This design comes from an exercise in tuning for small area and a short achievable clock period on the open sky130 flow, not from production work. Where RTL was checked, it was by simulation tests only, not by an equivalence proof against the original. Power and IR drop assume default switching activity. The clock port is modelled as an ideal driver; clocking choices that lean on that would not hold on a real chip.

willow:
==> flow/design.v <==
`timescale 1ns / 1ps
module fifo (
	input  [31:0] DI,
	input         RE,
	input         WE,
	input         clk,
	input         rst,
	output [31:0] res,
	output        read_valid,
	output        r_err,
	output        w_err
);
	reg  [5:0]  count;
	reg         empty, full;
	reg  [31:0] rsel;	 
	reg         rv;
	reg  [31:0] dout;
	wire rd = RE & ~empty;
	wire wr = WE & (~full | RE);
	assign r_err      = RE & empty;
	assign w_err      = WE & full;
	assign read_valid = rv;
	assign res        = dout;
	reg [31:0] stage [0:31];
	integer k;
	always @(posedge clk)
		if (wr) begin
			stage[0] <= DI;
			for (k = 1; k < 32; k = k + 1)
				stage[k] <= stage[k-1];
		end
	reg [31:0] rdata;
	integer j;
	always @(*) begin
		rdata = 32'd0;
		for (j = 0; j < 32; j = j + 1)
			rdata = rdata | ({32{rsel[j]}} & stage[j]);
	end
	wire [5:0] count_next = rst ? 6'd0 : count + {5'd0, wr & ~rd} - {5'd0, rd & ~wr};
	wire [4:0] head_next  = count_next[4:0] - 5'd1;
	always @(posedge clk) begin
		dout  <= rdata;
		rv    <= ~rst & rd;
		count <= count_next;
		empty <= count_next == 6'd0;
		full  <= count_next[5];
		rsel  <= 32'd1 << head_next;
	end
endmodule
make LEC_CHECK=0 CAP_MARGIN=20 CORE_MARGIN=2 CORE_UTILIZATION=60 CTS_BUF_LIST=sky130_fd_sc_hd__clkbuf_16 CTS_CLUSTER_DIAMETER=100 CTS_CLUSTER_SIZE=25 SETUP_SLACK_MARGIN=2.9 SLEW_MARGIN=20 finish   # period 5.0 ns
run.sh (not shown) runs the stock make flow with config.mk's settings and CLKGATE_MAP_FILE= SYNTH_SCRIPT=/design/flow/synth_recipe.tcl, a recipe that flattens the netlist after the stock synthesis.
The following lists how nickel was set up differently from willow:
-- flow/design.v --
<<< willow, line 11
	output        w_err
);
	reg  [5:0]  count;
	reg         empty, full;
	reg  [31:0] rsel;	 
>>> nickel, line 11
	output        w_err
);
	reg  [4:0]  head;	 
	reg         empty, full;
	reg  [31:0] rsel;	 
<<< willow, line 37
			rdata = rdata | ({32{rsel[j]}} & stage[j]);
	end
	wire [5:0] count_next = rst ? 6'd0 : count + {5'd0, wr & ~rd} - {5'd0, rd & ~wr};
	wire [4:0] head_next  = count_next[4:0] - 5'd1;
	always @(posedge clk) begin
		dout  <= rdata;
		rv    <= ~rst & rd;
		count <= count_next;
		empty <= count_next == 6'd0;
		full  <= count_next[5];
		rsel  <= 32'd1 << head_next;
	end
>>> nickel, line 37
			rdata = rdata | ({32{rsel[j]}} & stage[j]);
	end
	wire up = wr & ~rd;
	wire dn = rd & ~wr;
	wire [4:0] head_p1 = head + 5'd1;
	wire [4:0] head_m1 = head - 5'd1;
	wire [4:0] head_next = rst ? 5'd31 : up ? head_p1 : dn ? head_m1 : head;
	always @(posedge clk) begin
		dout  <= rdata;
		rv    <= ~rst & rd;
		head  <= head_next;
		empty <= rst | (empty & ~up) | (dn & (head == 5'd0));
		full  <= ~rst & ((full & ~dn) | (up & (head == 5'd30)));
		rsel  <= 32'd1 << head_next;
	end
==> run summary <==
- nickel finished end to end and its layout was clean on timing, DRC and antenna.
- Diff willow and nickel: worst-case headroom to the max-slew limit lower in nickel
- Relative to willow, filler cell count in the final layout decreased by 0.96% in nickel.
- Compared to willow, nickel shows a wider setup margin.
- First-pass GRT wire length: nickel > willow
- On non-clock inverter total of the final layout, the lower figure sits with nickel, not willow.
- nickel vs. willow: core utilization went up by 0.49 points; synthesized area divided by synthesized cell count -about 0.5%; met3 capacity usage during global routing moved down; final critical path time including I/O delays and setup fell 0.13 ns.
No functional check of the RTL was part of willow.

--- another note on this design; it stands on its own ---

// fifo
module fifo (
	input  [31:0] DI,
	input         RE,
	input         WE,
	input         clk,
	input         rst,
	output [31:0] res,
	output        read_valid,
	output        r_err,
	output        w_err
);
For scale: about 1700 cells after synthesis, ~71 I/O pins, about 37000 um^2 of cells after synthesis.
Settings: LEC_CHECK=0, CAP_MARGIN=20, CORE_MARGIN=2, CORE_UTILIZATION=70, CTS_BUF_LIST=sky130_fd_sc_hd__clkbuf_16, CTS_CLUSTER_DIAMETER=100, CTS_CLUSTER_SIZE=30, SETUP_SLACK_MARGIN=2.7, SLEW_MARGIN=20; clock period 5.0 ns.
standard.sh (not shown) runs the stock make flow with config.mk's settings and CLKGATE_MAP_FILE= SYNTH_SCRIPT=/design/flow/synth_recipe.tcl, a recipe that flattens the netlist after the stock synthesis.
==> flow/flow/run.sh <==
#!/bin/bash
# The standard layout with three changes:
#  - the read multiplexer of the standard synthesis is re-mapped with larger
#    AND-OR cells (flow/remap_readsel.py; registers are untouched),
#  - small port buffers (timing repair upsizes those on critical paths),
#  - a clock tree without dummy loads.
# make's output goes to standard_synth.log and standard.log here, each
# tool's own log to orfs/logs/.
set -euo pipefail
ARGS=(
  "BUFFER_PORTS_ARGS=-buffer_cell sky130_fd_sc_hd__buf_1"
  "CTS_ARGS=-sink_clustering_enable -repair_clock_nets -sink_clustering_size 30 -sink_clustering_max_diameter 100 -buf_list sky130_fd_sc_hd__clkbuf_16 -dont_use_dummy_load"
)
bash standard.sh "${ARGS[@]}" synth > standard_synth.log 2>&1
R=orfs/results/sky130hd/fifo/base
cp $R/1_2_yosys.v $R/1_2_yosys_standard.v
python3 flow/remap_readsel.py $R/1_2_yosys_standard.v $R/1_2_yosys.v > remap.log 2>&1
# rebuild the synthesis database from the re-mapped netlist
rm -f $R/1_synth.odb $R/1_synth.sdc
bash standard.sh "${ARGS[@]}" finish > standard.log 2>&1
Other scripts of this flow, unchanged in this note and not shown: flow/flow/remap_readsel.py
The first run completed without violations.
Then changed:
--- a/flow/flow/run.sh
+++ b/flow/flow/run.sh
@@ -1,6 +1,7 @@
 #!/bin/bash
 # The standard layout with three changes:
-#  - the read multiplexer of the standard synthesis is re-mapped with larger
-#    AND-OR cells (flow/remap_readsel.py; registers are untouched),
+#  - the read multiplexer of the standard synthesis is rebuilt as 32 select
+#    lines, nor2 of the predecode registers lo_n/hi_n, feeding AND-OR cells
+#    (flow/remap_readsel.py; registers are untouched),
 #  - small port buffers (timing repair upsizes those on critical paths),
 #  - a clock tree without dummy loads.
=> Global-route usage stays the same; synthesized cell count stays the same; total power is unchanged.

fifo, a different RTL version from the one above (not shown whole).
For scale: about 1100 flip-flops, roughly 71 I/O pins, roughly 39000 um^2 of cells after synthesis.
clock: 5.0 ns
lec_check: 0
cap_margin: 20
core_margin: 2
core_utilization: 60
cts_buf_list: sky130_fd_sc_hd__clkbuf_16
cts_cluster_diameter: 100
cts_cluster_size: 25
setup_slack_margin: 2.5
slew_margin: 20
run.sh (not shown) runs the stock make flow with config.mk's settings and CLKGATE_MAP_FILE= SYNTH_SCRIPT=/design/flow/synth_recipe.tcl, a recipe that flattens the netlist after the stock synthesis.
Stock flow here: none of the scripts above is used.
The first run produced a clean layout.
Next try:
CORE_UTILIZATION = 40   (was 60)
SETUP_SLACK_MARGIN = 2.7   (was 2.5)
Outcome: The changed run completed with no timing, DRC or antenna violations. Register-to-register slack gets better by 260 ps. Core utilization decreases by 22 points. Global-route usage falls by 12 points. First-iteration DRC count falls by 0.58%.
No run of this note included a check of the RTL's function; only the layout flow was run.

[separate check: timing with driven ports]
The flow's constraints put no driver on any port. The routed layouts listed below were extracted and timed again, unchanged, in two steps. Step 1, drivers: a clkbuf_16 drives clk and a buf_2 each remaining input, both assumed. Step 2 adds t to the input delays and takes it off the output delays; t is the mean of the earliest and latest rising clock arrival at the registers after step 1. Input paths then give back, and output paths get back, about the clock's delay inside the block. Slacks: ideal / step 1 / step 2; pairs: ideal / step 1.
| run | t (ns) | setup WS [ns] | hold slack, ns | latest minus earliest clock arrival (ns) | cell pins on the clock port's net |
|---|---|---|---|---|---|
| willow | 0.695 | 2.523 / 2.540 / 1.845 | 0.451 / 0.451 / 0.451 | 0.035 / 0.036 | 1 |
| nickel | 0.682 | 2.650 / 2.608 / 2.065 | 0.448 / 0.448 / 0.448 | 0.030 / 0.030 | 1 |
| the first run of note 2 | 0.657 | 2.660 / 2.620 / 2.145 | 0.439 / 0.439 / 0.439 | 0.044 / 0.045 | 1 |
| the second run of note 2 | 0.657 | 2.660 / 2.620 / 2.145 | 0.439 / 0.439 / 0.439 | 0.044 / 0.045 | 1 |
| the first run of note 3 | 0.716 | 2.478 / 2.478 / 1.883 | 0.576 / 0.576 / 0.576 | 0.030 / 0.030 | 1 |
| the second run of note 3 | 0.701 | 2.617 / 2.585 / 2.127 | 0.547 / 0.547 / 0.547 | 0.026 / 0.026 | 1 |
After both steps setup and hold are still met in every run listed. The setup slack of willow, which loses most, moves by +0.017 ns with the drivers and by -0.678 ns with both steps.
